From an optimization exercise on the open Yosys and OpenROAD flow, aimed at small area and a short achievable clock period; shortcuts taken in it are not production practice. RTL that was checked went through simulation tests only; none was proved equivalent to the original. No functional check of the RTL was part of runs 1 and 2. No activity file was given, so power comes from the tool's default toggle rates.

[flow/run.sh]
#!/bin/bash
# synth_recipe.tcl (not shown) runs the flow's synth.tcl, then flattens the netlist and writes it again
# the make line also repeats each setting of config.mk as NAME=value (left out here)
make -C /OpenROAD-flow-scripts/flow DESIGN_CONFIG=/design/flow/config.mk WORK_HOME=/design/flow/orfs CLKGATE_MAP_FILE= SYNTH_SCRIPT=/design/flow/synth_recipe.tcl finish
[flow/config.mk]
export PLATFORM = sky130hd
export DESIGN_NAME = heap
export DESIGN_NICKNAME = heap
export VERILOG_FILES = /design/flow/design.v
export SDC_FILE = /design/flow/constraint.sdc
export NUM_CORES = 4
export LEC_CHECK = 0
export CAP_MARGIN = 20
export CORE_MARGIN = 2
export CORE_UTILIZATION = 40
export SETUP_SLACK_MARGIN = 3.5
export SLEW_MARGIN = 20
[flow/constraint.sdc]
create_clock -name core_clock -period 8.0 [get_ports {clk}]
set_input_delay 1.6000 -clock core_clock [delete_from_list [all_inputs] [get_ports {clk}]]
set_output_delay 1.6000 -clock core_clock [all_outputs]
set_load 0.01 [all_outputs]
[flow/design.v]
module dpram
#(
	parameter NP = 2,
	parameter AW = 1,
	parameter DW = 62
)
(
	input [AW-1:0] sel,
	input [NP*DW-1:0] din,
	output [DW-1:0] dout
);
	assign dout = din[sel*DW +: DW];
endmodule
module data_store
#(
	parameter K = 1,
	parameter W = 31
)
(
	input clk,
	input clr,
	input we,
	input [(K>0?K:1)-1:0] wa,
	input [W-1:0] wd,
	output [(W<<K)-1:0] q
);
	localparam N = 1 << K;
	wire [W-1:0] wdc = {wd[W-1:17], wd[16:0] | {17{clr}}};
	genvar i;
	generate for (i = 0; i < N; i = i + 1) begin: g_node
		reg [W-1:0] v;
		always @(posedge clk)
			if (clr | (we & (K == 0 || wa == i)))
				v <= wdc;
		assign q[i*W +: W] = v;
	end
	endgenerate
endmodule
module sort_node
#(
	parameter W = 31
)
(
	input [W-1:0] x,
	input [W-1:0] c0,
	input [W-1:0] c1,
	output s,
	output swp,
	output [W-1:0] wd
);
	wire g01 = gt17(c1[16:0], c0[16:0]);
	wire g0x = gt17(c0[16:0], x[16:0]);
	wire g1x = gt17(c1[16:0], x[16:0]);
	assign s   = g01;
	assign swp = g01 ? g1x : g0x;
	assign wd  = (g01 & g1x) ? c1 : ((~g01 & g0x) ? c0 : x);
function gt17;
	input [16:0] ga;
	input [16:0] gb;
	integer gi, gl;
	reg [31:0] gg, ge;
	begin
		gg = 32'd0;
		ge = {32{1'b1}};
		for (gi = 0; gi < 17; gi = gi + 1) begin
			gg[gi] = ga[gi] & ~gb[gi];
			ge[gi] = ~(ga[gi] ^ gb[gi]);
		end
		for (gl = 16; gl >= 1; gl = gl / 2)
			for (gi = 0; gi < gl; gi = gi + 1) begin
				gg[gi] = gg[2*gi+1] | (ge[2*gi+1] & gg[2*gi]);
				ge[gi] = ge[2*gi+1] & ge[2*gi];
			end
		gt17 = gg[0];
	end
endfunction
endmodule
module heap
#(
	parameter DATA_WIDTH = 32,
	parameter KEY_WIDTH = 16,
	parameter NLEVELS = 5
	)
(
	input clk,
	input rstn,
	input [DATA_WIDTH-1:0] din,
	input en,
	input init,
	input flush,
	output reg [DATA_WIDTH-1:0] dout,
	output reg valid
    );
localparam W = 31;
reg         op0;         
reg [W-1:0] x0;          
reg         init_r;
reg         live;        
reg [5:0]   fcnt;        
reg         fwait;       
wire fop = (fcnt != 6'd0) & ~fwait;
always @(posedge clk or negedge rstn) begin
	if (!rstn) begin
		op0 <= 1'b0;
		init_r <= 1'b0;
		live <= 1'b0;
		fcnt <= 6'd0;
		fwait <= 1'b0;
	end
	else begin
		op0 <= en | fop;
		init_r <= init;
		if (init)
			live <= 1'b1;
		if (flush) begin
			fcnt <= 6'd63;
			fwait <= 1'b0;
		end
		else if (fcnt != 6'd0) begin
			fwait <= ~fwait;
			if (fop)
				fcnt <= fcnt - 6'd1;
		end
	end
end
always @(posedge clk) begin
	x0[W-1:17] <= din[29:16];
	x0[16:0]   <= fop ? 17'd0 : {din[15], ~din[15], din[14:0]};
end
wire [W*1-1:0]  l0;
wire [W*2-1:0]  l1;
wire [W*4-1:0]  l2;
wire [W*8-1:0]  l3;
wire [W*16-1:0] l4;
wire [W*32-1:0] l5;
wire         we0, we1, we2;
wire [W-1:0] wd0, wd1, wd2;
reg          a1, a2, a3, a4, a5;
reg  [0:0]   p1;
reg  [1:0]   p2;
reg  [2:0]   p3;
reg  [3:0]   p4;
reg  [4:0]   p5;
reg  [W-1:0] x1, x2, x3, x4, x5;
reg          pv3, pv4;
reg  [2:0]   pa3;
reg  [3:0]   pa4;
reg  [W-1:0] pd3, pd4;
data_store #(.K(0)) U_L0 (.clk(clk), .clr(init_r), .we(we0), .wa(1'b0), .wd(wd0), .q(l0));
data_store #(.K(1)) U_L1 (.clk(clk), .clr(init_r), .we(we1), .wa(p1),   .wd(wd1), .q(l1));
data_store #(.K(2)) U_L2 (.clk(clk), .clr(init_r), .we(we2), .wa(p2),   .wd(wd2), .q(l2));
data_store #(.K(3)) U_L3 (.clk(clk), .clr(init_r), .we(pv3), .wa(pa3),  .wd(pd3), .q(l3));
data_store #(.K(4)) U_L4 (.clk(clk), .clr(init_r), .we(pv4), .wa(pa4),  .wd(pd4), .q(l4));
data_store #(.K(5)) U_L5 (.clk(clk), .clr(init_r), .we(a5),  .wa(p5),   .wd(x5),  .q(l5));
wire gt_rx;
wire s0, swp0;
sort_node U_CR (.x(x0), .c0(x0), .c1(l0), .s(gt_rx), .swp(), .wd());
sort_node U_N0 (.x(x0), .c0(l1[0 +: W]), .c1(l1[W +: W]), .s(s0), .swp(swp0), .wd(wd0));
wire [W-1:0] out = gt_rx ? l0 : x0;
assign we0 = op0 & gt_rx;
always @(posedge clk) begin
	dout <= {2'b00, out[30:17], out[16], out[14:0]};
end
always @(posedge clk or negedge rstn) begin
	if (!rstn)
		valid <= 1'b0;
	else
		valid <= op0 & live & (out[16] ^ out[15]);
end
wire s1, swp1;
wire [2*W-1:0] pr1 = p1[0] ? l2[2*W +: 2*W] : l2[0 +: 2*W];
sort_node U_N1 (.x(x1), .c0(pr1[0 +: W]), .c1(pr1[W +: W]), .s(s1), .swp(swp1), .wd(wd1));
assign we1 = a1;
reg  [4*W-1:0] pf2;
wire [4*W-1:0] rd3r = p1[0] ? l3[4*W +: 4*W] : l3[0 +: 4*W];
wire [4*W-1:0] rd3;
wire h3p = pv3 & (pa3[2] == p1[0]);
genvar j;
generate for (j = 0; j < 4; j = j + 1) begin: g_f3
	assign rd3[j*W +: W] = (h3p & (pa3[1:0] == j)) ? pd3 : rd3r[j*W +: W];
end
endgenerate
wire s2, swp2;
wire [2*W-1:0] q2 = p2[0] ? pf2[2*W +: 2*W] : pf2[0 +: 2*W];
wire h2 = pv3 & (pa3[2:1] == p2);
wire [W-1:0] c20 = (h2 & ~pa3[0]) ? pd3 : q2[0 +: W];
wire [W-1:0] c21 = (h2 &  pa3[0]) ? pd3 : q2[W +: W];
sort_node U_N2 (.x(x2), .c0(c20), .c1(c21), .s(s2), .swp(swp2), .wd(wd2));
assign we2 = a2;
reg  [4*W-1:0] pf3;
wire [4*W-1:0] rd4r, rd4;
dpram #(.NP(4), .AW(2), .DW(4*W)) U_RD4 (.sel(p2), .din(l4), .dout(rd4r));
wire h4p = pv4 & (pa4[3:2] == p2);
generate for (j = 0; j < 4; j = j + 1) begin: g_f4
	assign rd4[j*W +: W] = (h4p & (pa4[1:0] == j)) ? pd4 : rd4r[j*W +: W];
end
endgenerate
wire s3, swp3;
wire [W-1:0] wd3;
wire [2*W-1:0] q3 = p3[0] ? pf3[2*W +: 2*W] : pf3[0 +: 2*W];
wire h3 = pv4 & (pa4[3:1] == p3);
wire [W-1:0] c30 = (h3 & ~pa4[0]) ? pd4 : q3[0 +: W];
wire [W-1:0] c31 = (h3 &  pa4[0]) ? pd4 : q3[W +: W];
sort_node U_N3 (.x(x3), .c0(c30), .c1(c31), .s(s3), .swp(swp3), .wd(wd3));
reg  [4*W-1:0] pf4;
wire [4*W-1:0] rd5;
dpram #(.NP(8), .AW(3), .DW(4*W)) U_RD5 (.sel(p3), .din(l5), .dout(rd5));
wire h5 = a5 & (p5[4:2] == p3);
wire [4*W-1:0] rd5f;
generate for (j = 0; j < 4; j = j + 1) begin: g_f5
	assign rd5f[j*W +: W] = (h5 & (p5[1:0] == j)) ? x5 : rd5[j*W +: W];
end
endgenerate
wire s4, swp4;
wire [W-1:0] wd4;
wire [2*W-1:0] q4 = p4[0] ? pf4[2*W +: 2*W] : pf4[0 +: 2*W];
sort_node U_N4 (.x(x4), .c0(q4[0 +: W]), .c1(q4[W +: W]), .s(s4), .swp(swp4), .wd(wd4));
always @(posedge clk or negedge rstn) begin
	if (!rstn) begin
		a1 <= 1'b0;
		a2 <= 1'b0;
		a3 <= 1'b0;
		a4 <= 1'b0;
		a5 <= 1'b0;
		pv3 <= 1'b0;
		pv4 <= 1'b0;
	end
	else begin
		a1 <= op0 & gt_rx & swp0;
		a2 <= a1 & swp1;
		a3 <= a2 & swp2;
		a4 <= a3 & swp3;
		a5 <= a4 & swp4;
		pv3 <= a3;
		pv4 <= a4;
	end
end
always @(posedge clk) begin
	x1 <= x0;
	x2 <= x1;
	x3 <= x2;
	x4 <= x3;
	x5 <= x4;
	p1 <= s0;
	p2 <= {p1, s1};
	p3 <= {p2, s2};
	p4 <= {p3, s3};
	p5 <= {p4, s4};
	pa3 <= p3;
	pa4 <= p4;
	pd3 <= wd3;
	pd4 <= wd4;
	pf2 <= rd3;
	pf3 <= rd4;
	pf4 <= rd5f;
end
endmodule
==> flow_summary.json, run 1 <==
{
  "layout-drive-gt1-share_pct": 20.3,
  "grt_overflow": 0,
  "cts_buffers": 279,
  "die_area_um2": 261000,
  "synthSimpleGateAreaFrac_pct": 3.71,
  "drtIter0Drc": 5029,
  "leakagePower_nw": 41.6,
  "wl_per_cell_um": 26.0,
  "holdPathStages": 0,
  "root_buffer": "clkbuf_16",
  "num_vias": 55000,
  "cp_max_fo": 26,
  "seqPwrFrac_pct": 41.0,
  "grt_max_degree": 130,
  "cp_common_cell": "a21o_1",
  "viasPerCell": 5.48,
  "switching_share_pct": 33.3,
  "wirelength_um": 260000,
  "async_flop_share_pct": 0.683,
  "ant_nets": 0,
  "tightest_slew_ps": 1370,
  "crit_path_start_kind": "flop",
  "r2r_cells": 12,
  "avgSynthCellArea_um2": 16.5,
  "nNetsFinal": 6728,
  "synthXorXnorAreaFrac_pct": 0.102,
  "power_switching_mw": 16.9,
  "finClkSkew_ps": 49.0,
  "cap_violations": 0,
  "synth_cell_type_count": 71,
  "cp.required_ps": 8880,
  "power_density_nw_per_um2": 431,
  "gp_congestion": 0.839,
  "synthAdderAreaFrac_pct": 3.12,
  "numPortBuffers": 65,
  "pwr-share-clk_pct": 24.4,
  "arrival_ps": 5360,
  "crit_path_max_incr_delay_ps": 1020,
  "final_core_util_pct": 45.9,
  "clock-sinks": 2636,
  "relSlewSlack_pct": 8.52,
  "ys_ff_latch": 2636,
  "path_delay_family": "compound AO/OA/AOI/OAI gates",
  "initial_utilization_pct": 40.2,
  "cp_slowest_cell": "a31oi_1",
  "ys.flop_type": "edfxtp_1",
  "setup_viol": 0,
  "hold_violations": 0,
  "fin_crit_ps": 4480,
  "status": "no timing/DRC/antenna violations",
  "rsz0062_at_grt": "no",
  "worst-setup-path-type": "flop to flop",
  "num_rows": 186,
  "die_w_um": 511,
  "end_kind": "flop",
  "worst-path-buf-inv": 2,
  "synth_edf_count": 1953,
  "drc": 0,
  "holdBufCountCts": 0,
  "grt_pass1_wl_um": 376000,
  "clkSlewWorstSetupHoldPaths_ps": 60,
  "synth_top_family_by_area": "multiplexers",
  "path_cells": "buf_12, mux2_2, ha_1, a21o_1, a21o_1, a21oi_1, nor2_1, o32ai_4, buf_4, a2111oi_0, a31oi_1, o21a_1",
  "rrSetupSlack_ps": 3520,
  "p_int_mw": 33.8,
  "reg2reg_to": "pd4[28]$_DFF_P_",
  "syn_area_um2": 103000,
  "vdd_ir_drop_max_uv": 359,
  "timing.rr.start": "p4[0]$_DFF_P_",
  "synth_compound_area_share_pct": 5.41,
  "place_area_um2": 108000,
  "yosys_warnings": 8,
  "power_frac_comb_pct": 34.6,
  "final_area_um2": 118000,
  "grt_usage_pct": 19.6,
  "clock_latency_ps": 940,
  "antenna_found_initial": 9,
  "post-route-period-util_pct": 56.0,
  "h-tree-depth": 5,
  "core_um2": 256000,
  "synthMuxAreaShare_pct": 15.3,
  "maxSlewViolCount": 0,
  "place_hpwl_um": 143000,
  "dr.pass1.iters": 6,
  "hold_end": "x2[29]$_DFF_P_",
  "hold_start": "x1[29]$_DFF_P_",
  "worstHoldPathType": "flop to flop",
  "setup_tns_ps": 0,
  "seq_area_frac_synth_pct": 70.4,
  "synth_cells": 6250,
  "cts_tree": "built",
  "num_io_pins": 70,
  "grt_pass1_vias": 55000,
  "clock_path_buffers": 4,
  "dieHeight_um": 511,
  "fmax_mhz": 223,
  "nFillCells": 21700,
  "area_growth_syn_to_layout_pct": 14.4
}
[how the worst max path moves through the flow]
stage          slack [ps]                              to  cells past startpoint            from
2_1_floorplan        3510  U_L2.g_node[0].v[10]$_DFFE_PP_                     16   p2[0]$_DFF_P_
6_report             3520                 pd4[28]$_DFF_P_                     12   p4[0]$_DFF_P_
4_1_cts              3380                 pd3[16]$_DFF_P_                     14  pa4[0]$_DFF_P_
3_3_place_gp         2070  U_L2.g_node[0].v[19]$_DFFE_PP_                     15   p2[0]$_DFF_P_
5_1_grt              3470  U_L2.g_node[1].v[18]$_DFFE_PP_                     14   pv3$_DFF_PN0_
3_5_place_dp         2110  U_L2.g_node[2].v[30]$_DFFE_PP_                     15   p2[0]$_DFF_P_
[state kept, by name, summed over array words and instances, names as in the netlist, 31 cells and up]
| signal | flops |
|---|---|
| U_L5.g_node.v | 992 |
| U_L4.g_node.v | 496 |
| U_L3.g_node.v | 248 |
| U_L2.g_node.v | 124 |
| pf2 | 124 |
| pf3 | 124 |
| pf4 | 124 |
| U_L1.g_node.v | 62 |
| U_L0.g_node.v | 31 |
| pd3 | 31 |
| pd4 | 31 |
| x0 | 31 |
| x1 | 31 |
| x2 | 31 |
| x3 | 31 |
| x4 | 31 |
| x5 | 31 |
[cell families (layout without fill, tap and decap cells)]
family	Yosys count	count (layout)
flops	2636	2636
mux	1077	1078
compound gates	892	893
simple gates	840	844
buf+inv	535	917
fa+ha+maj	257	257
xor+xnor	12	12
other cells	1	11
[power by group through the flow]
stage	combinational, mW	sequential [mW]	clock [mW]
after CTS	17.1	20.8	12.6
after floorplan	11.8	20.2	0
after global routing	19.0	21.1	13.1
after global placement	16.1	21.1	0
final	17.5	20.8	12.4
after detailed placement	16.3	21.3	0
[cell type report]
class	instances	area, um2	area share (%)
multi-input cells	3086	29200	24.8
flip-flops and latches	2636	72500	61.6
well taps	3384	4230	3.60
diodes	9	22.5	0.0191
clock inverters	79	702	0.597
clock buffers	406	8020	6.82
repair buffers	220	2180	1.86
inverters	212	796	0.676
[timing repair]
action	CTS	global route
endpoints found under the hold margin	0	0
pin swaps	5	11
cloned	4	5
buffers inserted	16	12
endpoints found under the setup margin	251	203
gates resized for setup	61	66
[through the flow]
stage	instances	hold slack (ps)	total power, mW	worst slack [ps]
floorplan	6251	326	31.9	3510
global placement	9499	343	37.2	2070
detailed placement	9500	337	37.6	2110
CTS	10000	336	50.5	3380
global route	10000	348	53.3	3470
finish	10000	345	50.7	3520
[worst reg2reg max path, delay by kind of cell, from the launching register on]
family,cells,cell delay [ps]
mux,1,460
buf+inv,2,700
flops,1,580
compound gates,7,2280
simple gates,1,100
fa+ha+maj,1,330
[per-layer routing]
layer  up-vias  wire [um]  track usage, %
li1      24500          -               -
met1     28500     110000            26.0
met2      1634     127000            32.7
met3       390      14300            2.86
met4         0       9620            6.91
met5         -          0               0
[cells in the mapped netlist, drive strengths merged, types with 98 or more instances]
master | n | area, um2
a21o | 98 | 736
a21oi | 236 | 1180
clkbuf | 236 | 886
dfxtp | 665 | 13300
edfxtp | 1953 | 58600
ha | 256 | 3200
inv | 212 | 796
mux2 | 229 | 2590
mux2i | 476 | 4760
mux4 | 372 | 8380
nand2 | 286 | 1070
nor2 | 292 | 1100
o21ai | 279 | 1400
[placed cells by master (no fill, tap or decap), types with 61 or more instances in the layout]
master and count:
edfxtp_1 1953, dfxtp_1 637, mux2i_1 471, mux4_2 372, clkbuf_16 292, nor2_1 288, nand2_1 285, ha_1 256
o21ai_0 246, a21oi_1 230, mux2_2 227, inv_1 212, buf_4 126, clkbuf_1 83, a21o_1 78, clkdlybuf4s50_1 65
or2_2 61
==> run 2: changes to the inputs <==
--- a/flow/config.mk
+++ b/flow/config.mk
@@ -8,5 +8,5 @@
 export CAP_MARGIN = 20
 export CORE_MARGIN = 2
 export CORE_UTILIZATION = 40
-export SETUP_SLACK_MARGIN = 3.5
+export SETUP_SLACK_MARGIN = 4.5
 export SLEW_MARGIN = 20
==> flow_summary.json, run 2 <==
{
  "nFillCells": 21300,
  "crit_path_max_incr_delay_ps": 430,
  "finClkSkew_ps": 74.6,
  "synth_cells": 6250,
  "cp_max_fo": 23,
  "nNetsFinal": 6888,
  "reg.largest.list": "U_L5.g_node.v: 992 flops, U_L4.g_node.v: 496 flops, U_L3.g_node.v: 248 flops",
  "h-tree-depth": 5,
  "area_growth_syn_to_layout_pct": 18.2,
  "grt_pass1_wl_um": 385000,
  "hold_violations": 0,
  "fin_crit_ps": 3970,
  "antenna_found_initial": 7,
  "cts_buffers": 283,
  "clock_latency_ps": 960,
  "synthTopCellsByArea": "edfxtp_1 57%, dfxtp_1 13%, mux4_2 8.1%",
  "synth_edf_count": 1953,
  "largest-register": "U_L5.g_node.v",
  "power_frac_comb_pct": 39.3,
  "relSlewSlack_pct": 31.2,
  "synth_area_leader_cell": "edfxtp_1",
  "tightest_slew_ps": 1030,
  "drc": 0,
  "gp_congestion": 0.846,
  "p_int_mw": 36.7,
  "root_buffer": "clkbuf_16",
  "async_flop_share_pct": 0.683,
  "die_w_um": 511,
  "yosys_warnings": 8,
  "layout_common_cells": "1953 x edfxtp_1, 638 x dfxtp_1, 433 x mux2i_1",
  "initial_utilization_pct": 40.2,
  "ys.flop_type": "edfxtp_1",
  "switching_share_pct": 33.6,
  "synth_common_cells": "1953 x edfxtp_1, 665 x dfxtp_1, 476 x mux2i_1",
  "cts_tree": "built",
  "clkSlewWorstSetupHoldPaths_ps": 70,
  "pwr-share-clk_pct": 23.1,
  "holdBufCountCts": 0,
  "setup_tns_ps": 0,
  "avgSynthCellArea_um2": 16.5,
  "core_um2": 256000,
  "seqPwrFrac_pct": 37.6,
  "end_kind": "flop",
  "final_common_cell": "edfxtp_1",
  "power_density_nw_per_um2": 454,
  "synth_top_area_share_pct": 57.0,
  "setup_viol": 0,
  "die_area_um2": 261000,
  "viasPerCell": 5.49,
  "place_hpwl_um": 142000,
  "clock_path_buffers": 4,
  "wirelength_um": 267000,
  "ys_ff_latch": 2636,
  "worstHoldPathType": "flop to flop",
  "layout-drive-gt1-share_pct": 25.4,
  "dieHeight_um": 511,
  "vdd_ir_drop_max_uv": 384,
  "post-route-period-util_pct": 49.6,
  "rsz0062_at_grt": "yes",
  "status": "no timing/DRC/antenna violations",
  "path_cells": "xnor2_4, buf_12, and3_4, buf_4, o21ai_2, ha_1, and4b_1, a221oi_1, nor3_1, o31a_4, bufbuf_16, a221o_1",
  "wl_per_cell_um": 26.2,
  "syn_area_um2": 103000,
  "num_vias": 55900,
  "crit_path_start_kind": "flop",
  "clock-sinks": 2636,
  "cap_violations": 0,
  "dr.pass1.iters": 8,
  "numPortBuffers": 65,
  "grt_usage_pct": 20.0,
  "cp.required_ps": 8650,
  "seq_area_frac_synth_pct": 70.4,
  "num_rows": 186,
  "largest_reg_flops": 992,
  "fmax_mhz": 252,
  "final_core_util_pct": 47.5,
  "synth_cell_type_count": 71,
  "power_switching_mw": 18.6,
  "maxSlewViolCount": 0,
  "grt_overflow": 0,
  "drtIter0Drc": 5050,
  "num_io_pins": 70,
  "ant_nets": 0,
  "cp_slowest_cell": "a221oi_1",
  "worst-setup-path-type": "flop to flop",
  "leakagePower_nw": 43.2,
  "synth.most_common_cell": "edfxtp_1",
  "grt_pass1_vias": 56700,
  "arrival_ps": 4620,
  "grt_max_degree": 131
}
run 2: changes by cell type in the layout (fill, tap and decap cells not counted), moves of 16 or more:
cell and delta:
buf_6 +19, o21ai_0 -29, mux2i_2 +20, o21ai_2 +25, mux2_4 +22, mux2i_1 -38, a21oi_1 -16, buf_12 +32
mux2_2 -20, buf_4 +73, mux2i_4 +18, inv_1 -16, a221oi_1 -18
run 2: final timing paths:
check,from,end,slack [ps],depth (start not counted)
worst max-delay path,p2[1]$_DFF_P_,U_L2.g_node[3].v[16]$_DFFE_PP_,4030,12
worst min-delay path,x1[22]$_DFF_P_,x2[22]$_DFF_P_,340,0
worst max register to register,p2[1]$_DFF_P_,U_L2.g_node[3].v[16]$_DFFE_PP_,4030,12
worst min register to register,x1[22]$_DFF_P_,x2[22]$_DFF_P_,340,0
max in group asynchronous,rstn,init_r$_DFF_PN0_,6600,2
min in group asynchronous,rstn,a3$_DFF_PN0_,1070,2
run 2: kinds of logic after synthesis:
logic type | count (synthesis) | synth area share (%)
buf+inv | 535 | 1.99
mux | 1077 | 15.3
flops | 2636 | 70.4
other cells | 1 | 0.00364
compound gates | 892 | 5.41
fa+ha+maj | 257 | 3.12
simple gates | 840 | 3.71
xor+xnor | 12 | 0.102
run 2: per-stage QoR:
stage          instance area [um2]  setup WS, ps  std cells  total power, mW  hold WS [ps]
2_1_floorplan               103000          4410       6251             32.3           326
3_3_place_gp                108000          1980       9496             37.3           335
3_5_place_dp                108000          1980       9498             37.7           333
4_1_cts                     121000          4170      10200             54.3           350
5_1_grt                     122000          3960      10200             57.8           350
6_report                    122000          4030      10200             55.3           345
run 2: critical path, delay by kind of cell (launching register included):
kind | cells | cell delay, ps
buf+inv | 3 | 640
simple gates | 3 | 580
xor+xnor | 1 | 160
fa+ha+maj | 1 | 310
flops | 1 | 360
compound gates | 4 | 1610
run 2: area by class of cell:
cell class / instances / area [um2] / area share (%)
repair buffers: 376 / 4440 / 3.65
diodes: 5 / 12.5 / 0.0103
inverters: 212 / 810 / 0.665
clock inverters: 110 / 1130 / 0.927
clock buffers: 384 / 7860 / 6.46
well taps: 3384 / 4230 / 3.48
multi-input cells: 3086 / 30700 / 25.2
flip-flops and latches: 2636 / 72500 / 59.6
run 2: power by group through the flow:
stage	Combinational [mW]	Clock, mW	Sequential [mW]
3_5_place_dp	16.5	0	21.2
4_1_cts	20.5	13.0	20.8
2_1_floorplan	12.2	0	20.2
5_1_grt	23.2	13.5	21.1
3_3_place_gp	16.3	0	21.1
6_report	21.7	12.8	20.8
run 2: routing by layer:
metal  GRT usage (%)  wire, um  vias up
met3            3.41     15500      481
li1                -         -    24800
met2            33.7    131000     1667
met4            7.84     10400        4
met5               0        47        -
met1            25.9    110000    29000
run 2: what timing repair did:
action,4_1_cts,5_1_grt
cloned,24,9
gates resized for setup,363,113
pin swaps,73,36
endpoints found under the setup margin,454,324
setup buffers,140,23
==> run 3: changes to the inputs <==
--- a/flow/design.v
+++ b/flow/design.v
@@ -58,18 +58,18 @@
 	input [16:0] ga;
 	input [16:0] gb;
 	integer gi, gl;
-	reg [31:0] gg, ge;
+	reg [31:0] gg, gs;
 	begin
 		gg = 32'd0;
-		ge = {32{1'b1}};
+		gs = 32'd0;
 		for (gi = 0; gi < 17; gi = gi + 1) begin
 			gg[gi] = ga[gi] & ~gb[gi];
-			ge[gi] = ~(ga[gi] ^ gb[gi]);
+			gs[gi] = ~ga[gi] & gb[gi];
 		end
 		for (gl = 16; gl >= 1; gl = gl / 2)
 			for (gi = 0; gi < gl; gi = gi + 1) begin
-				gg[gi] = gg[2*gi+1] | (ge[2*gi+1] & gg[2*gi]);
-				ge[gi] = ge[2*gi+1] & ge[2*gi];
+				gg[gi] = gg[2*gi+1] | (~gs[2*gi+1] & gg[2*gi]);
+				gs[gi] = gs[2*gi+1] | (~gg[2*gi+1] & gs[2*gi]);
 			end
 		gt17 = gg[0];
 	end
@@ -182,9 +182,9 @@
 endgenerate
 wire s2, swp2;
 wire [2*W-1:0] q2 = p2[0] ? pf2[2*W +: 2*W] : pf2[0 +: 2*W];
-wire h2 = pv3 & (pa3[2:1] == p2);
-wire [W-1:0] c20 = (h2 & ~pa3[0]) ? pd3 : q2[0 +: W];
-wire [W-1:0] c21 = (h2 &  pa3[0]) ? pd3 : q2[W +: W];
+reg  [1:0] hs2;      
+wire [W-1:0] c20 = hs2[0] ? pd3 : q2[0 +: W];
+wire [W-1:0] c21 = hs2[1] ? pd3 : q2[W +: W];
 sort_node U_N2 (.x(x2), .c0(c20), .c1(c21), .s(s2), .swp(swp2), .wd(wd2));
 assign we2 = a2;
 reg  [4*W-1:0] pf3;
@@ -198,9 +198,9 @@
 wire s3, swp3;
 wire [W-1:0] wd3;
 wire [2*W-1:0] q3 = p3[0] ? pf3[2*W +: 2*W] : pf3[0 +: 2*W];
-wire h3 = pv4 & (pa4[3:1] == p3);
-wire [W-1:0] c30 = (h3 & ~pa4[0]) ? pd4 : q3[0 +: W];
-wire [W-1:0] c31 = (h3 &  pa4[0]) ? pd4 : q3[W +: W];
+reg  [1:0] hs3;      
+wire [W-1:0] c30 = hs3[0] ? pd4 : q3[0 +: W];
+wire [W-1:0] c31 = hs3[1] ? pd4 : q3[W +: W];
 sort_node U_N3 (.x(x3), .c0(c30), .c1(c31), .s(s3), .swp(swp3), .wd(wd3));
 reg  [4*W-1:0] pf4;
 wire [4*W-1:0] rd5;
@@ -251,6 +251,10 @@
 	pd3 <= wd3;
 	pd4 <= wd4;
 	pf2 <= rd3;
+	hs2[0] <= a3 & (p3[2] == p1[0]) & (p3[1] == s1) & ~p3[0];
+	hs2[1] <= a3 & (p3[2] == p1[0]) & (p3[1] == s1) &  p3[0];
+	hs3[0] <= a4 & (p4[3:2] == p2) & (p4[1] == s2) & ~p4[0];
+	hs3[1] <= a4 & (p4[3:2] == p2) & (p4[1] == s2) &  p4[0];
 	pf3 <= rd4;
 	pf4 <= rd5f;
 end
--- a/flow/config.mk
+++ b/flow/config.mk
@@ -8,5 +8,5 @@
 export CAP_MARGIN = 20
 export CORE_MARGIN = 2
 export CORE_UTILIZATION = 40
-export SETUP_SLACK_MARGIN = 4.5
+export SETUP_SLACK_MARGIN = 3.5
 export SLEW_MARGIN = 20
==> flow_summary.json, run 3 <==
{
  "status": "no timing/DRC/antenna violations",
  "synth_cell_type_count": 90,
  "clkSlewWorstSetupHoldPaths_ps": 70,
  "maxSlewViolCount": 0,
  "seq_area_frac_synth_pct": 71.1,
  "worstHoldPathType": "flop to flop",
  "avgSynthCellArea_um2": 16.5,
  "layout_common_cells": "1953 x edfxtp_1, 643 x dfxtp_1, 565 x mux2i_1",
  "crit_path_start_kind": "flop",
  "final_cell_count_no_fill": 9888,
  "dpl.cell_count": 9379,
  "post-route-period-util_pct": 55.4,
  "reg.largest.list": "U_L5.g_node.v: 992 flops, U_L4.g_node.v: 496 flops, U_L3.g_node.v: 248 flops",
  "cp.required_ps": 8760,
  "async_flop_share_pct": 0.682,
  "clock-sinks": 2640,
  "num_io_pins": 70,
  "grt_usage_pct": 19.5,
  "die_w_um": 509,
  "yosys_warnings": 8,
  "synthAdderAreaFrac_pct": 0.834,
  "fmax_mhz": 226,
  "largest_reg_flops": 992,
  "end_kind": "flop",
  "wirelength_um": 256000,
  "drtIter0Drc": 5331,
  "power_density_nw_per_um2": 452,
  "clock_latency_ps": 940,
  "hold_violations": 0,
  "fin_crit_ps": 4430,
  "synth_common_cells": "1953 x edfxtp_1, 669 x dfxtp_1, 577 x mux2i_1",
  "root_buffer": "clkbuf_16",
  "core_um2": 254000,
  "cp_max_fo": 27,
  "largest-register": "U_L5.g_node.v",
  "synthSimpleGateAreaFrac_pct": 4.07,
  "nFillCells": 21600,
  "synthMuxAreaShare_pct": 16.5,
  "synth_top_area_share_pct": 57.5,
  "num_vias": 55100,
  "synthXorXnorAreaFrac_pct": 0.129,
  "setup_tns_ps": 0,
  "layout-drive-gt1-share_pct": 20.5,
  "setup_viol": 0,
  "leakagePower_nw": 39.5,
  "grt_pass1_wl_um": 370000,
  "holdBufCountCts": 0,
  "dr.pass1.iters": 6,
  "dieHeight_um": 509,
  "synth_area_leader_cell": "edfxtp_1",
  "grt_max_degree": 111,
  "cts_tree": "built",
  "arrival_ps": 5190,
  "initial_utilization_pct": 40.2,
  "ys.flop_type": "edfxtp_1",
  "antenna_found_initial": 10,
  "viasPerCell": 5.58,
  "wl_per_cell_um": 25.9,
  "cap_violations": 0,
  "numPortBuffers": 65,
  "cts_buffers": 280,
  "relSlewSlack_pct": 25.4,
  "grt_pass1_vias": 54700,
  "tightest_slew_ps": 1120,
  "final_common_cell": "edfxtp_1",
  "ys_ff_latch": 2640,
  "worst-setup-path-type": "flop to flop",
  "synth_compound_area_share_pct": 5.59,
  "finClkSkew_ps": 67.8,
  "vdd_ir_drop_max_uv": 616,
  "num_rows": 185,
  "grt_overflow": 0,
  "synth_cells": 6161,
  "synth_top_family_by_area": "multiplexers",
  "h-tree-depth": 5,
  "synth.most_common_cell": "edfxtp_1",
  "rsz0062_at_grt": "yes",
  "synth_edf_count": 1953,
  "clock_path_buffers": 4,
  "ant_nets": 0,
  "syn_area_um2": 102000,
  "die_area_um2": 259000,
  "drc": 0,
  "nNetsFinal": 6352,
  "gp_congestion": 0.839,
  "place_hpwl_um": 138000,
  "area_growth_syn_to_layout_pct": 14.2,
  "synthTopCellsByArea": "edfxtp_1 58%, dfxtp_1 13%, mux4_2 8.2%"
}
[run 3: power breakdown]
group	switching, mW	total, mW	internal (mW)
sequential	2.08	21.5	19.4
combinational	10.9	18.6	7.79
clock	5.16	12.5	7.37
total	18.1	52.7	34.6
[run 3: stage by stage]
| step | cell area (um2) | hold WS, ps | setup WS (ps) | total power [mW] | util, % |
|---|---|---|---|---|---|
| floorplan | 102000 | 326 | 3280 | 34.1 | - |
| global placement | 107000 | 340 | 2590 | 39.0 | 42.2 |
| detailed placement | 107000 | 340 | 2490 | 39.5 | 42.2 |
| CTS | 116000 | 355 | 3490 | 52.4 | 45.8 |
| global route | 116000 | 354 | 3400 | 55.2 | 45.9 |
| finish | 116000 | 346 | 3570 | 52.7 | 45.9 |
[run 3: final cells by class]
type / instances / area [um2] / area share, %
antenna: 4 / 10.0 / 0.00860
clock buffer: 391 / 7930 / 6.81
clock inverter: 96 / 881 / 0.757
inverter: 90 / 347 / 0.298
multi-input combinational: 3109 / 28700 / 24.6
sequential: 2640 / 72500 / 62.3
tap: 3366 / 4210 / 3.62
timing repair buffer: 192 / 1810 / 1.56
[run 3: cells by family (layout without fill, tap and decap cells)]
kind of cell	Yosys count	after routing
AOI/OAI and AO/OA	909	911
xor gates and xnor gates	15	15
adders and majority gates	83	83
buffers and inverters	418	769
DFF	2640	2640
muxes	1185	1185
other	1	6
and+or+nand+nor	910	913
[run 3: critical path, cell delays in order (launching register included)]
cell and delay (ps):
dfxtp_4 710, buf_6 460, mux2i_1 370, o21ai_0 270, o22ai_1 260, a21oi_1 100, o22a_1 200, a22oi_1 220
o21ai_1 210, o21ai_0 510, o22a_4 540, mux2i_1 270, mux2i_1 110
[run 3: path summary, 6_finish.rpt]
check	cells after the start	endpoint	slack, ps	start
min reg2reg	0	x5[25]$_DFF_P_	350	x4[25]$_DFF_P_
max reg2reg	12	pd3[23]$_DFF_P_	3570	p3[0]$_DFF_P_
min	0	x5[25]$_DFF_P_	350	x4[25]$_DFF_P_
max in group asynchronous	2	a4$_DFF_PN0_	6590	rstn
max	12	pd3[23]$_DFF_P_	3570	p3[0]$_DFF_P_
min in group asynchronous	2	fwait$_DFFE_PN0P_	1070	rstn
[run 3: routing by layer]
metal | wire [um] | vias to the layer above | track usage, %
met1 | 109000 | 28700 | 26.4
met4 | 7930 | 0 | 6.51
li1 | - | 24300 | -
met5 | 0 | - | 0
met3 | 15300 | 397 | 2.76
met2 | 123000 | 1767 | 32.2
[run 3: timing repair]
item | CTS | global route
buffers inserted | 8 | 5
gates cloned | 2 | 3
pin swaps | 1 | 4
endpoints found under the setup margin | 257 | 268
gates resized for setup | 41 | 39
==> run 4: changes to the inputs <==
==> flow/config.mk (replaced) <==
export PLATFORM = sky130hd
export DESIGN_NAME = heap
export DESIGN_NICKNAME = heap
export VERILOG_FILES = /design/flow/design.v
export SDC_FILE = /design/flow/constraint.sdc
export NUM_CORES = 4
export LEC_CHECK = 0
export ABC_AREA = 1
export CAP_MARGIN = 20
export CORE_MARGIN = 2
export CORE_UTILIZATION = 60
export SETUP_SLACK_MARGIN = 4.5
export SLEW_MARGIN = 20
==> flow_summary.json, run 4 <==
{
  "grt_max_degree": 101,
  "timing.rr.start": "p4[0]$_DFF_P_",
  "reg2reg_to": "pd4[20]$_DFF_P_",
  "numPortBuffers": 65,
  "fin_crit_ps": 3430,
  "cp_slowest_cell": "clkdlybuf4s50_1",
  "status": "no timing/DRC/antenna violations",
  "grt_pass1_wl_um": 447000,
  "setup_ws_ps": 4570,
  "cap_violations": 0,
  "crit_path_start_kind": "flop",
  "num_io_pins": 70,
  "leakagePower_nw": 45.9,
  "clock_latency_ps": 940,
  "dp_slack_ps": 3090,
  "power_density_nw_per_um2": 479,
  "hold_end": "x5[19]$_DFF_P_",
  "setup_tns_ps": 0,
  "place_area_um2": 108000,
  "grt_overflow": 0,
  "clock_path_buffers": 4,
  "antenna_found_initial": 8,
  "cts_buffers": 279,
  "maxSlewViolCount": 0,
  "final_core_util_pct": 67.7,
  "synth_top_area_share_pct": 56.0,
  "area_growth_syn_to_layout_pct": 12.3,
  "ant_nets": 0,
  "r2r_cells": 15,
  "synth_cells": 9331,
  "path_cells": "clkdlybuf4s50_1",
  "clkSlewWorstSetupHoldPaths_ps": 70,
  "synth_common_cells": "2076 x nand2_1, 1953 x edfxtp_1, 964 x nand3_1",
  "yosys_warnings": 8,
  "ys.flop_type": "edfxtp_1",
  "end_kind": "output pin",
  "worst-path-buf-inv": 1,
  "arrival_ps": 1830,
  "seq_area_frac_synth_pct": 69.3,
  "hold_violations": 0,
  "post-route-period-util_pct": 42.9,
  "crit_path_max_incr_delay_ps": 560,
  "layout-drive-gt1-share_pct": 7.61,
  "drc": 0,
  "syn_area_um2": 105000,
  "rrSetupSlack_ps": 4580,
  "drtIter0Drc": 9258,
  "final_common_cell": "nand2_1",
  "worst-setup-path-type": "flop to output pin",
  "vdd_ir_drop_max_uv": 457,
  "synth_edf_count": 1953,
  "reg.largest.list": "U_L5.g_node.v: 992 flops, U_L4.g_node.v: 496 flops, U_L3.g_node.v: 248 flops",
  "root_buffer": "clkbuf_16",
  "place_hpwl_um": 168000,
  "ys_ff_latch": 2640,
  "dr.pass1.iters": 7,
  "fmax_mhz": 292,
  "finClkSkew_ps": 45.8,
  "cts_tree": "built",
  "wl_per_cell_um": 26.2,
  "num_vias": 73200,
  "viasPerCell": 6.18,
  "layout_common_cells": "2067 x nand2_1, 1953 x edfxtp_1, 952 x nand3_1",
  "die_w_um": 422,
  "synth_cell_type_count": 50,
  "holdWs_ps": 348,
  "holdBufCountCts": 0,
  "num_rows": 153,
  "h-tree-depth": 5,
  "nNetsFinal": 9349,
  "holdPathStages": 0,
  "path_delay_family": "buffers and inverters",
  "largest_reg_flops": 992,
  "clock-sinks": 2640,
  "synthTopCellsByArea": "edfxtp_1 56%, dfxtp_1 13%, nand2_1 7.4%",
  "grt_usage_pct": 34.2,
  "cp.required_ps": 6400,
  "async_flop_share_pct": 0.682,
  "worstHoldPathType": "flop to flop",
  "rsz0062_at_grt": "yes",
  "gp_congestion": 0.890,
  "final_area_um2": 118000,
  "initial_utilization_pct": 60.3,
  "relSlewSlack_pct": 21.9,
  "setup_viol": 0,
  "grt_pass1_vias": 67900,
  "hold_start": "x4[19]$_DFF_P_",
  "wirelength_um": 311000,
  "die_area_um2": 178000,
  "cp_max_fo": 1,
  "largest-register": "U_L5.g_node.v",
  "tightest_slew_ps": 1170,
  "core_um2": 174000,
  "synth.most_common_cell": "nand2_1",
  "dieHeight_um": 422,
  "avgSynthCellArea_um2": 11.2,
  "synth_area_leader_cell": "edfxtp_1"
}
==> run 4: stage by stage <==
stage | std cells | total power [mW]
floorplan | 9332 | 35.6
global placement | 11300 | 42.1
detailed placement | 11300 | 42.5
CTS | 11800 | 55.4
global route | 11800 | 59.4
finish | 11800 | 56.3
==> run 4: layout make-up <==
type | count | area [um2]
Tap cell | 2325 | 2910
Timing Repair Buffer | 247 | 2550
Inverter | 502 | 1990
Antenna cell | 8 | 20.0
Multi-Input combinational cell | 5638 | 29000
Fill cell | 12800 | 56100
Timing Repair inverter | 2 | 27.5
Sequential cell | 2640 | 72500
Clock inverter | 81 | 652
Clock buffer | 405 | 7880
==> run 4: layer usage <==
metal | global-route usage [%] | routed length (um) | vias to the layer above
li1 | - | - | 33100
met5 | 0 | 17 | -
met2 | 53.0 | 141000 | 3661
met1 | 48.6 | 126000 | 35800
met3 | 6.03 | 30400 | 639
met4 | 13.1 | 12600 | 2
==> run 4: what timing repair did <==
item	in CTS	in global routing
gates cloned	7	7
resized for setup	87	60
pin swaps	3	3
buffers inserted	14	16
endpoints found under the setup margin	400	356
==> run 4: worst max path at each step <==
stage                                start                             to  slack [ps]  cells after the start
after global placement       p4[0]$_DFF_P_                pd4[20]$_DFF_P_        3080                     18
after detailed placement     p4[0]$_DFF_P_                pd4[20]$_DFF_P_        3090                     18
after CTS                    p4[0]$_DFF_P_                pd4[20]$_DFF_P_        4400                     17
final                     dout[27]$_DFF_P_                       dout[27]        4570                      1
after global routing         p4[0]$_DFF_P_                pd4[20]$_DFF_P_        4480                     17
after floorplan              p2[0]$_DFF_P_  U_L2.g_node[3].v[0]$_DFFE_PP_        3900                      7
==> run 4: logic make-up after synthesis <==
| kind of cell | synth area share, % |
|---|---|
| mux | 2.66 |
| buf+inv | 4.06 |
| other cells | 0.00358 |
| simple gates | 16.2 |
| flops | 69.3 |
| xor+xnor | 0.00837 |
| fa+ha+maj | 0.0239 |
| compound gates | 7.78 |
==> run 4: power breakdown <==
part	total, mW	internal (mW)	switching [mW]
combinational	22.8	6.80	16.0
clock	12.2	7.09	5.15
sequential	21.3	19.5	1.86
==> run 5: changes to the inputs <==
--- a/flow/config.mk
+++ b/flow/config.mk
@@ -5,7 +5,6 @@
 export SDC_FILE = /design/flow/constraint.sdc
 export NUM_CORES = 4
 export LEC_CHECK = 0
-export ABC_AREA = 1
 export CAP_MARGIN = 20
 export CORE_MARGIN = 2
 export CORE_UTILIZATION = 60
==> flow_summary.json, run 5 <==
{
  "crit_path_max_incr_delay_ps": 420,
  "worstHoldPathType": "flop to flop",
  "path_cells": "buf_8, mux2i_4, o21a_1, maj3_2, maj3_2, maj3_2, a2111o_1, a211o_1, nand2_2, buf_4, a32o_4, nor4bb_2, a311oi_2",
  "wl_per_cell_um": 29.7,
  "grt_max_degree": 106,
  "initial_utilization_pct": 60.3,
  "leakagePower_nw": 42.2,
  "drc": 0,
  "synth_top_area_share_pct": 57.5,
  "dpl.cell_count": 8227,
  "cts_buffers": 284,
  "post-route-period-util_pct": 47.5,
  "viasPerCell": 6.38,
  "gp_congestion": 0.822,
  "nNetsFinal": 6642,
  "hold_violations": 0,
  "setup_tns_ps": 0,
  "status": "no timing/DRC/antenna violations",
  "pwr-share-clk_pct": 19.9,
  "setup_viol": 0,
  "clock_latency_ps": 930,
  "h-tree-depth": 5,
  "fmax_mhz": 263,
  "grt_pass1_wl_um": 380000,
  "dr.pass1.iters": 6,
  "finClkSkew_ps": 31.0,
  "largest-register": "U_L5.g_node.v",
  "ant_nets": 0,
  "dieHeight_um": 416,
  "synth_common_cells": "1953 x edfxtp_1, 669 x dfxtp_1, 577 x mux2i_1",
  "maxSlewViolCount": 0,
  "holdBufCountCts": 0,
  "layout-drive-gt1-share_pct": 29.8,
  "wirelength_um": 268000,
  "num_rows": 151,
  "worst-path-buf-inv": 2,
  "path_delay_family": "compound AO/OA/AOI/OAI gates",
  "tightest_slew_ps": 1180,
  "ys_ff_latch": 2640,
  "synthTopCellsByArea": "edfxtp_1 58%, dfxtp_1 13%, mux4_2 8.2%",
  "avgSynthCellArea_um2": 16.5,
  "synth_cells": 6161,
  "core_um2": 169000,
  "end_kind": "flop",
  "fin_crit_ps": 3800,
  "yosys_warnings": 8,
  "async_flop_share_pct": 0.682,
  "cp_slowest_cell": "nor4bb_2",
  "relSlewSlack_pct": 21.4,
  "die_area_um2": 173000,
  "grt_pass1_vias": 56000,
  "final_cell_count_no_fill": 9038,
  "rsz0062_at_grt": "yes",
  "nFillCells": 10400,
  "power_density_nw_per_um2": 513,
  "largest_reg_flops": 992,
  "cap_violations": 0,
  "crit_path_start_kind": "flop",
  "area_growth_syn_to_layout_pct": 19.6,
  "antenna_found_initial": 4,
  "grt_usage_pct": 30.3,
  "place_hpwl_um": 136000,
  "timing.rr.start": "p2[0]$_DFF_P_",
  "synth.most_common_cell": "edfxtp_1",
  "reg.largest.list": "U_L5.g_node.v: 992 flops, U_L4.g_node.v: 496 flops, U_L3.g_node.v: 248 flops",
  "die_w_um": 416,
  "cp_common_cell": "maj3_2",
  "place_area_um2": 106000,
  "power_switching_mw": 22.2,
  "final_area_um2": 122000,
  "worst-setup-path-type": "flop to flop",
  "drtIter0Drc": 6272,
  "clock-sinks": 2640,
  "numPortBuffers": 65,
  "p_int_mw": 40.4,
  "vdd_ir_drop_max_uv": 594,
  "critPathLaunch": "p2[0]$_DFF_P_",
  "switching_share_pct": 35.4,
  "seqPwrFrac_pct": 34.5,
  "synth_cell_type_count": 90,
  "ys.flop_type": "edfxtp_1",
  "root_buffer": "clkbuf_16",
  "holdWs_ps": 353,
  "clock_path_buffers": 4,
  "cts_tree": "built",
  "synth_edf_count": 1953,
  "cp.required_ps": 8590,
  "synth_area_leader_cell": "edfxtp_1",
  "clkSlewWorstSetupHoldPaths_ps": 60,
  "num_io_pins": 70,
  "num_vias": 57700,
  "final_common_cell": "edfxtp_1",
  "cp_max_fo": 7,
  "syn_area_um2": 102000,
  "hold_start": "x3[23]$_DFF_P_",
  "layout_common_cells": "1953 x edfxtp_1, 642 x dfxtp_1, 484 x mux2i_1",
  "seq_area_frac_synth_pct": 71.1,
  "power_frac_comb_pct": 45.6,
  "arrival_ps": 4390,
  "grt_overflow": 0
}
[run 5: final timing paths]
check | to | slack, ps | cells after the start
worst max register to register | U_L2.g_node[1].v[6]$_DFFE_PP_ | 4200 | 13
max in group asynchronous | init_r$_DFF_PN0_ | 6670 | 1
worst min-delay path | x4[23]$_DFF_P_ | 350 | 0
min in group asynchronous | fwait$_DFFE_PN0P_ | 760 | 1
worst min register to register | x4[23]$_DFF_P_ | 350 | 0
worst max-delay path | U_L2.g_node[1].v[6]$_DFFE_PP_ | 4200 | 13
[run 5: layout make-up]
class | instances | area [um2] | area share, %
sequential | 2640 | 72500 | 59.5
multi-input combinational | 3129 | 32100 | 26.3
tap | 2218 | 2780 | 2.28
antenna | 6 | 15.0 | 0.0123
clock inverter | 87 | 693 | 0.569
timing repair buffer | 458 | 5340 | 4.38
inverter | 90 | 353 | 0.289
clock buffer | 410 | 8070 | 6.62
[run 5: power by group through the flow]
stage / logic (mW) / registers, mW / clock network (mW)
after floorplan: 13.5 / 20.7 / 0
after global placement: 17.3 / 21.7 / 0
after detailed placement: 17.7 / 21.9 / 0
after CTS: 24.2 / 21.5 / 12.6
after global routing: 29.8 / 21.9 / 13.1
final: 28.5 / 21.6 / 12.5
[run 5: cell families (layout without fill, tap and decap cells)]
family | after synthesis | after routing | synth area share [%]
xor gates and xnor gates | 15 | 15 | 0.129
and+or+nand+nor | 910 | 924 | 4.07
muxes | 1185 | 1185 | 16.5
AOI/OAI and AO/OA | 909 | 920 | 5.59
adders and majority gates | 83 | 83 | 0.834
buffers and inverters | 418 | 1045 | 1.74
other | 1 | 8 | 0.00368
DFF | 2640 | 2640 | 71.1
[run 5: stage by stage]
| step | util, % | power, mW | setup WS (ps) |
|---|---|---|---|
| after global placement | 62.4 | 39.0 | 2580 |
| final | 72.1 | 62.6 | 4200 |
| after floorplan | - | 34.1 | 3440 |
| after CTS | 70.2 | 58.3 | 4270 |
| after global routing | 72.1 | 64.8 | 4130 |
| after detailed placement | 62.4 | 39.5 | 2510 |
[run 5: routing by layer]
metal  GRT usage [%]  wire length (um)
met5               0                13
met1            44.1            113000
met2            47.2            125000
met4            11.2             10800
met3            4.37             19300
[run 5: what timing repair did]
action,CTS,global route
pin swaps,99,117
endpoints found under the setup margin,565,705
buffers inserted,148,106
gates cloned,38,16
resized for setup,453,418
==> run 6: changes to the inputs <==
--- a/flow/config.mk
+++ b/flow/config.mk
@@ -5,8 +5,9 @@
 export SDC_FILE = /design/flow/constraint.sdc
 export NUM_CORES = 4
 export LEC_CHECK = 0
+export ABC_AREA = 1
 export CAP_MARGIN = 20
 export CORE_MARGIN = 2
 export CORE_UTILIZATION = 60
-export SETUP_SLACK_MARGIN = 4.5
+export SETUP_SLACK_MARGIN = 5
 export SLEW_MARGIN = 20
==> flow_summary.json, run 6 <==
{
  "status": "no timing/DRC/antenna violations",
  "rrSetupSlack_ps": 4890,
  "dieHeight_um": 422,
  "clock-sinks": 2640,
  "holdBufCountCts": 0,
  "area_growth_syn_to_layout_pct": 15.8,
  "seq_area_um2": 72500,
  "nNetsFinal": 9499,
  "setup_tns_ps": 0,
  "setup_viol": 0,
  "maxSlewViolCount": 0,
  "power_frac_comb_pct": 45.5,
  "power_density_nw_per_um2": 515,
  "ys.flop_type": "edfxtp_1",
  "initial_utilization_pct": 60.3,
  "grt_max_degree": 221,
  "ys_ff_latch": 2640,
  "die_area_um2": 178000,
  "timing.rr.start": "init_r$_DFF_PN0_",
  "syn_area_um2": 105000,
  "hold_end": "x4[23]$_DFF_P_",
  "async_flop_share_pct": 0.682,
  "relSlewSlack_pct": 30.0,
  "synthTopCellsByArea": "edfxtp_1 56%, dfxtp_1 13%, nand2_1 7.4%",
  "leakagePower_nw": 47.5,
  "synth_top_area_share_pct": 56.0,
  "tightest_slew_ps": 1050,
  "viasPerCell": 6.27,
  "seqPwrFrac_pct": 34.1,
  "cts_buffers": 282,
  "holdPathStages": 0,
  "post-route-period-util_pct": 38.9,
  "worstHoldPathType": "flop to flop",
  "final_common_cell": "edfxtp_1",
  "cp.required_ps": 8540,
  "arrival_ps": 3660,
  "num_io_pins": 70,
  "end_kind": "flop",
  "layout-drive-gt1-share_pct": 11.6,
  "final_cell_count_no_fill": 12000,
  "hold_start": "x3[23]$_DFF_P_",
  "worst-setup-path-type": "flop to flop",
  "synth_area_leader_cell": "edfxtp_1",
  "cp_max_fo": 87,
  "num_vias": 75200,
  "synth.most_common_cell": "nand2_1",
  "seq_area_frac_synth_pct": 69.3,
  "synth_edf_count": 1953,
  "vdd_ir_drop_max_uv": 471,
  "r2r_cells": 4,
  "clock_path_buffers": 4,
  "wirelength_um": 323000,
  "die_w_um": 422,
  "numPortBuffers": 65,
  "power_switching_mw": 25.9,
  "h-tree-depth": 5,
  "dr.pass1.iters": 6,
  "cap_violations": 0,
  "layout_common_cells": "1953 x edfxtp_1, 1951 x nand2_1, 927 x nand3_1",
  "fmax_mhz": 321,
  "num_rows": 153,
  "reg.largest.list": "U_L5.g_node.v: 992 flops, U_L4.g_node.v: 496 flops, U_L3.g_node.v: 248 flops",
  "core_um2": 174000,
  "reg2reg_to": "U_L5.g_node[25].v[19]$_DFFE_PP_",
  "fin_crit_ps": 3110,
  "ant_nets": 0,
  "cp_slowest_cell": "dfrtp_1",
  "nFillCells": 12500,
  "grt_usage_pct": 34.9,
  "clock_latency_ps": 970,
  "dp_slack_ps": 2820,
  "clkSlewWorstSetupHoldPaths_ps": 60,
  "worst-path-buf-inv": 3,
  "final_area_um2": 121000,
  "grt_pass1_vias": 68500,
  "pwr-share-clk_pct": 20.3,
  "dpl.cell_count": 11300,
  "cts_tree": "built",
  "synth_cells": 9331,
  "grt_pass1_wl_um": 455000,
  "antenna_found_initial": 10,
  "place_area_um2": 108000,
  "p_int_mw": 36.5,
  "crit_path_max_incr_delay_ps": 820,
  "place_hpwl_um": 162000,
  "path_delay_family": "buffers and inverters",
  "wl_per_cell_um": 26.9,
  "synth_common_cells": "2076 x nand2_1, 1953 x edfxtp_1, 964 x nand3_1",
  "setup_ws_ps": 4890,
  "gp_congestion": 0.892,
  "avgSynthCellArea_um2": 11.2,
  "root_buffer": "clkbuf_16",
  "drc": 0,
  "synth_cell_type_count": 50,
  "yosys_warnings": 8,
  "largest-register": "U_L5.g_node.v",
  "switching_share_pct": 41.5,
  "multi_input_area_um2": 30100,
  "drtIter0Drc": 9578,
  "grt_overflow": 0,
  "finClkSkew_ps": 65.0,
  "hold_violations": 0,
  "rsz0062_at_grt": "yes",
  "largest_reg_flops": 992,
  "path_cells": "inv_12, buf_16, o21ai_4, buf_4",
  "crit_path_start_kind": "flop"
}
run 6: cell types whose count changed after synthesis, sizes merged, moves of 300 or more:
cell and change:
nand2 +1642, o21ai +401, nor2 +459, inv +414
nand3 +934, mux2i -300, mux4 -372
run 6: metal layers:
layer	track usage, %	part of all wire [%]
met5	0	0.0080
met4	14.5	4.5
met3	6.45	11
met2	53.6	45
met1	49.3	40
run 6: worst max path at each step:
| stage | start | end | slack [ps] | depth (start not counted) |
|---|---|---|---|---|
| 2_1_floorplan | pa4[1]$_DFF_P_ | U_L5.g_node[22].v[0]$_DFFE_PP_ | 4450 | 5 |
| 3_3_place_gp | p1$_DFF_P_ | U_L1.g_node[0].v[24]$_DFFE_PP_ | 2880 | 15 |
| 3_5_place_dp | p1$_DFF_P_ | U_L1.g_node[1].v[11]$_DFFE_PP_ | 2820 | 15 |
| 4_1_cts | p3[0]$_DFF_P_ | pd3[14]$_DFF_P_ | 4930 | 20 |
| 5_1_grt | p1$_DFF_P_ | U_L1.g_node[0].v[15]$_DFFE_PP_ | 4940 | 20 |
| 6_report | init_r$_DFF_PN0_ | U_L5.g_node[25].v[19]$_DFFE_PP_ | 4890 | 4 |
run 6: cell type report:
cell class / instances / area share, %
Timing Repair Buffer: 373 / 3.77
Inverter: 502 / 1.71
Tap cell: 2325 / 2.40
Sequential cell: 2640 / 59.9
Timing Repair inverter: 10 / 0.0970
Clock buffer: 385 / 6.51
Antenna cell: 6 / 0.0124
Clock inverter: 106 / 0.838
Multi-Input combinational cell: 5651 / 24.8
run 6: timing repair:
item	in CTS	in global routing
pin swaps	17	70
endpoints found under the setup margin	1533	408
buffers inserted	56	82
endpoints found under the hold margin	0	0
resized for setup	378	281
gates cloned	37	30
run 6: cell families after synthesis:
group / after synthesis / synth area share (%)
buffers and inverters: 1059 / 4.06
XOR/XNOR: 1 / 0.00837
flip-flops: 2640 / 69.3
AO/OA/AOI/OAI: 1363 / 7.78
multiplexers: 278 / 2.66
other: 1 / 0.00358
AND/OR/NAND/NOR: 3987 / 16.2
adder cells (fa/ha/maj): 2 / 0.0239
run 6: power by group through the flow:
stage,Clock (mW),Sequential [mW],Combinational (mW)
after floorplan,0,20.7,14.9
after global placement,0,21.6,20.6
after detailed placement,0,21.7,21.0
after global routing,13.3,21.6,30.2
final,12.7,21.3,28.4
after CTS,12.8,21.3,24.6
run 6: metrics by stage:
| stage | util, % | power, mW | hold slack [ps] |
|---|---|---|---|
| 2_1_floorplan | - | 35.6 | 329 |
| 3_3_place_gp | 62.1 | 42.2 | 342 |
| 3_5_place_dp | 62.1 | 42.7 | 337 |
| 4_1_cts | 68.5 | 58.7 | 328 |
| 5_1_grt | 69.8 | 65.1 | 330 |
| 6_report | 69.8 | 62.4 | 320 |
==> run 7: changes to the inputs <==
--- a/flow/config.mk
+++ b/flow/config.mk
@@ -5,9 +5,8 @@
 export SDC_FILE = /design/flow/constraint.sdc
 export NUM_CORES = 4
 export LEC_CHECK = 0
-export ABC_AREA = 1
 export CAP_MARGIN = 20
 export CORE_MARGIN = 2
-export CORE_UTILIZATION = 60
+export CORE_UTILIZATION = 40
 export SETUP_SLACK_MARGIN = 5
 export SLEW_MARGIN = 20
==> flow_summary.json, run 7 <==
{
  "dpl.cell_count": 9385,
  "cp_slowest_cell": "dfxtp_4",
  "layout-drive-gt1-share_pct": 30.8,
  "drc": 0,
  "synth_cells": 6161,
  "avgSynthCellArea_um2": 16.5,
  "cts_tree": "built",
  "drtIter0Drc": 5575,
  "num_io_pins": 70,
  "reg.largest.list": "U_L5.g_node.v: 992 flops, U_L4.g_node.v: 496 flops, U_L3.g_node.v: 248 flops",
  "synth_common_cells": "1953 x edfxtp_1, 669 x dfxtp_1, 577 x mux2i_1",
  "synth.most_common_cell": "edfxtp_1",
  "dr.pass1.iters": 6,
  "wirelength_um": 276000,
  "gp_congestion": 0.813,
  "ant_nets": 0,
  "cp_common_cell": "maj3_2",
  "setup_tns_ps": 0,
  "die_w_um": 509,
  "area_growth_syn_to_layout_pct": 21.7,
  "dieHeight_um": 509,
  "seq_area_um2": 72600,
  "h-tree-depth": 5,
  "hold_violations": 0,
  "synth_cell_type_count": 90,
  "crit_path_start_kind": "flop",
  "vdd_ir_drop_max_uv": 417,
  "clock-sinks": 2640,
  "grt_usage_pct": 20.7,
  "async_flop_share_pct": 0.682,
  "seq_area_frac_synth_pct": 71.1,
  "ys_ff_latch": 2640,
  "num_rows": 185,
  "final_area_um2": 124000,
  "clock_latency_ps": 960,
  "maxSlewViolCount": 0,
  "leakagePower_nw": 42.5,
  "cts_buffers": 288,
  "crit_path_max_incr_delay_ps": 390,
  "root_buffer": "clkbuf_16",
  "fin_crit_ps": 3800,
  "numPortBuffers": 65,
  "rsz0062_at_grt": "yes",
  "synth_edf_count": 1953,
  "yosys_warnings": 8,
  "power_density_nw_per_um2": 507,
  "place_hpwl_um": 140000,
  "antenna_found_initial": 8,
  "multi_input_area_um2": 32200,
  "path_cells": "buf_12, mux2i_2, o21a_1, maj3_2, maj3_2, maj3_2, a2111o_1, a211o_1, nand2_2, a32o_4, buf_12, buf_16, mux2i_2, o21ai_2",
  "nFillCells": 20800,
  "finClkSkew_ps": 71.4,
  "clock_path_buffers": 4,
  "worst-path-buf-inv": 3,
  "final_common_cell": "edfxtp_1",
  "grt_overflow": 0,
  "layout_common_cells": "1953 x edfxtp_1, 637 x dfxtp_1, 485 x mux2i_1",
  "fmax_mhz": 263,
  "wl_per_cell_um": 27.0,
  "ys.flop_type": "edfxtp_1",
  "clkSlewWorstSetupHoldPaths_ps": 60,
  "initial_utilization_pct": 40.2,
  "synth_top_area_share_pct": 57.5,
  "worst-setup-path-type": "flop to flop",
  "place_area_um2": 108000,
  "tightest_slew_ps": 1110,
  "grt_pass1_wl_um": 391000,
  "relSlewSlack_pct": 25.7,
  "setup_viol": 0,
  "post-route-period-util_pct": 47.5,
  "final_cell_count_no_fill": 10200,
  "cp_max_fo": 8,
  "synthTopCellsByArea": "edfxtp_1 58%, dfxtp_1 13%, mux4_2 8.2%",
  "synth_area_leader_cell": "edfxtp_1",
  "status": "no timing/DRC/antenna violations",
  "largest-register": "U_L5.g_node.v",
  "worstHoldPathType": "flop to flop",
  "viasPerCell": 5.60,
  "syn_area_um2": 102000,
  "setup_ws_ps": 4200,
  "nNetsFinal": 6651,
  "largest_reg_flops": 992,
  "cp.required_ps": 8660,
  "cap_violations": 0,
  "die_area_um2": 259000,
  "grt_max_degree": 123,
  "end_kind": "flop",
  "dp_slack_ps": 2390,
  "core_um2": 254000,
  "final_core_util_pct": 48.9,
  "num_vias": 57100,
  "path_delay_family": "compound AO/OA/AOI/OAI gates",
  "holdBufCountCts": 0,
  "arrival_ps": 4460,
  "grt_pass1_vias": 57000
}
[run 7: logic make-up after synthesis]
kind of cell	synth area share, %
AOI/OAI and AO/OA	5.59
xor gates and xnor gates	0.129
adders and majority gates	0.834
buffers and inverters	1.74
DFF	71.1
muxes	16.5
other	0.00368
and+or+nand+nor	4.07
[run 7: cell type report]
cell class / count / share of cell area [%]
timing repair buffer: 467 / 4.58
multi-input combinational: 3125 / 26.0
clock buffer: 397 / 6.42
inverter: 90 / 0.282
antenna: 6 / 0.0121
sequential: 2640 / 58.5
tap: 3366 / 3.39
clock inverter: 105 / 0.851
[run 7: final timing paths]
path	start	to	slack, ps	cells after the start
max	p2[0]$_DFF_P_	U_L2.g_node[3].v[19]$_DFFE_PP_	4200	14
max reg2reg	p2[0]$_DFF_P_	U_L2.g_node[3].v[19]$_DFFE_PP_	4200	14
min in group asynchronous	rstn	fcnt[1]$_DFFE_PN0P_	1070	2
min reg2reg	x1[19]$_DFF_P_	x2[19]$_DFF_P_	370	0
min	x1[19]$_DFF_P_	x2[19]$_DFF_P_	370	0
max in group asynchronous	rstn	init_r$_DFF_PN0_	6560	2
[run 7: what timing repair did]
action | CTS | global route
resized for setup | 659 | 196
pin swaps | 140 | 102
cloned | 54 | 11
setup buffers | 190 | 48
setup endpoints to repair | 1161 | 680
[run 7: metrics by stage]
step | power (mW) | hold WS, ps
6_report | 62.9 | 365
5_1_grt | 65.5 | 370
4_1_cts | 60.5 | 360
3_5_place_dp | 40.8 | 338
3_3_place_gp | 40.4 | 344
2_1_floorplan | 36.0 | 329
[run 7: power by group]
part	internal, mW	switching (mW)	total, mW
clock	7.60	5.26	12.9
combinational	13.8	14.7	28.5
sequential	19.4	2.12	21.6
total	40.8	22.1	62.9
[run 7: routing by layer]
metal  vias up  global-route usage, %  part of all wire, %
met5         -                      0                    0
met3       486                   2.94                  6.1
li1      25000                      -                    -
met2      1984                   35.0                   50
met1     29600                   27.2                   41
met4         0                   7.66                  3.5
==> run 8: changes to the inputs <==
--- a/flow/config.mk
+++ b/flow/config.mk
@@ -7,6 +7,6 @@
 export LEC_CHECK = 0
 export CAP_MARGIN = 20
 export CORE_MARGIN = 2
-export CORE_UTILIZATION = 40
+export CORE_UTILIZATION = 70
 export SETUP_SLACK_MARGIN = 5
 export SLEW_MARGIN = 20
==> flow_summary.json, run 8 <==
{
  "relSlewSlack_pct": 25.2,
  "clock_path_buffers": 4,
  "synth.most_common_cell": "edfxtp_1",
  "place_hpwl_um": 135000,
  "async_flop_share_pct": 0.682,
  "vdd_ir_drop_max_uv": 524,
  "wirelength_um": 279000,
  "arrival_ps": 4490,
  "final_area_um2": 121000,
  "clkSlewWorstSetupHoldPaths_ps": 60,
  "busiest_layer": "met2",
  "synth_common_cells": "1953 x edfxtp_1, 669 x dfxtp_1, 577 x mux2i_1",
  "status": "no timing/DRC/antenna violations",
  "viasPerCell": 6.88,
  "h-tree-depth": 5,
  "hold_end": "x4[24]$_DFF_P_",
  "num_rows": 140,
  "avgSynthCellArea_um2": 16.5,
  "worstHoldPathType": "flop to flop",
  "final_common_cell": "edfxtp_1",
  "largest_reg_flops": 992,
  "grt_usage_pct": 37.1,
  "synth_edf_count": 1953,
  "die_area_um2": 149000,
  "cp_max_fo": 9,
  "r2r_cells": 14,
  "synth_top_area_share_pct": 57.5,
  "leakagePower_nw": 42.1,
  "synth_cell_type_count": 90,
  "path_cells": "clkbuf_16, mux2i_2, o21a_1, maj3_2, maj3_2, maj3_2, a2111o_1, a211o_1, nand2_2, a32o_4, buf_12, buf_4, mux2i_1, o21ai_1",
  "clock-sinks": 2640,
  "synthTopCellsByArea": "edfxtp_1 58%, dfxtp_1 13%, mux4_2 8.2%",
  "area_growth_syn_to_layout_pct": 18.8,
  "finClkSkew_ps": 49.7,
  "yosys_warnings": 8,
  "layout-drive-gt1-share_pct": 29.9,
  "maxSlewViolCount": 0,
  "power_density_nw_per_um2": 517,
  "setup_tns_ps": 0,
  "dr.pass1.iters": 5,
  "cp_common_cell": "maj3_2",
  "gr-usage-met3_pct": 6.90,
  "synth_area_leader_cell": "edfxtp_1",
  "grt_overflow": 0,
  "crit_path_start_kind": "flop",
  "numPortBuffers": 65,
  "largest-register": "U_L5.g_node.v",
  "ys_ff_latch": 2640,
  "num_io_pins": 70
}
==> run 8: cell counts after synthesis <==
No cell type changed its count.
==> run 8: worst max path at each step <==
stage,from,end,depth (start not counted)
2_1_floorplan,pa4[2]$_DFF_P_,U_L5.g_node[13].v[0]$_DFFE_PP_,3
3_3_place_gp,p2[0]$_DFF_P_,U_L2.g_node[0].v[15]$_DFFE_PP_,13
3_5_place_dp,p2[0]$_DFF_P_,U_L2.g_node[2].v[15]$_DFFE_PP_,13
4_1_cts,p2[0]$_DFF_P_,U_L2.g_node[2].v[9]$_DFFE_PP_,16
5_1_grt,U_L1.g_node[1].v[0]$_DFFE_PP_,U_L0.g_node[0].v[12]$_DFFE_PP_,11
6_report,p2[0]$_DFF_P_,U_L2.g_node[2].v[27]$_DFFE_PP_,14
==> run 8: through the flow <==
step	instances	hold WS (ps)	setup WS (ps)	total power, mW	util (%)
after floorplan	6162	329	4210	36.0	-
after global placement	7922	338	2620	40.0	73.3
after detailed placement	7924	343	2590	40.6	73.3
after CTS	8610	357	4260	59.4	82.4
after global routing	8682	363	4090	64.5	83.5
final	8683	356	4120	62.6	83.5
==> run 8: area by class of cell <==
class / instances / area [um2]
Tap cell: 1917 / 2400
Antenna cell: 1 / 2.50
Multi-Input combinational cell: 3121 / 32000
Inverter: 90 / 350
Timing Repair Buffer: 435 / 5330
Clock inverter: 106 / 846
Clock buffer: 373 / 7660
Fill cell: 6728 / 23900
Sequential cell: 2640 / 72500
==> run 8: cells by family (layout without fill, tap and decap cells) <==
group	count (synthesis)	in the layout	share of synthesized area, %
xor+xnor	15	15	0.129
flops	2640	2640	71.1
buf+inv	418	1004	1.74
other cells	1	3	0.00368
simple gates	910	918	4.07
compound gates	909	918	5.59
fa+ha+maj	83	83	0.834
mux	1185	1185	16.5
==> run 8: power breakdown <==
group,internal [mW],leakage (nW),switching [mW]
combinational,13.4,13.6,15.2
clock,7.10,4.18,5.21
sequential,19.4,24.3,2.28
total,39.9,42.1,22.7
==> run 8: worst max-delay path, delay by kind of cell, from the launching register on <==
family          cells  cell delay [ps]
mux                 2              400
compound gates      5             1290
simple gates        1              110
fa+ha+maj           3              920
buf+inv             3              470
flops               1              380
==> run 8: metal layers <==
metal | vias up | share of wire (%)
met5 | - | 0.0039
met4 | 2 | 5.3
met3 | 796 | 10
met2 | 3751 | 48
met1 | 30300 | 37
li1 | 24900 | -
==> run 8: timing repair <==
action,in CTS,in global routing
setup buffers,160,60
pin swaps,116,79
cloned,47,8
endpoints found under the setup margin,2160,557
gates resized for setup,623,159

Check on run 8: ideal ports give 4.119 ns setup slack; a clkbuf_16 on the clock port and buf_2 on the inputs give 4.119 ns; moving port delays by the midpoint clock arrival (0.962 ns) as well gives 4.119 ns.
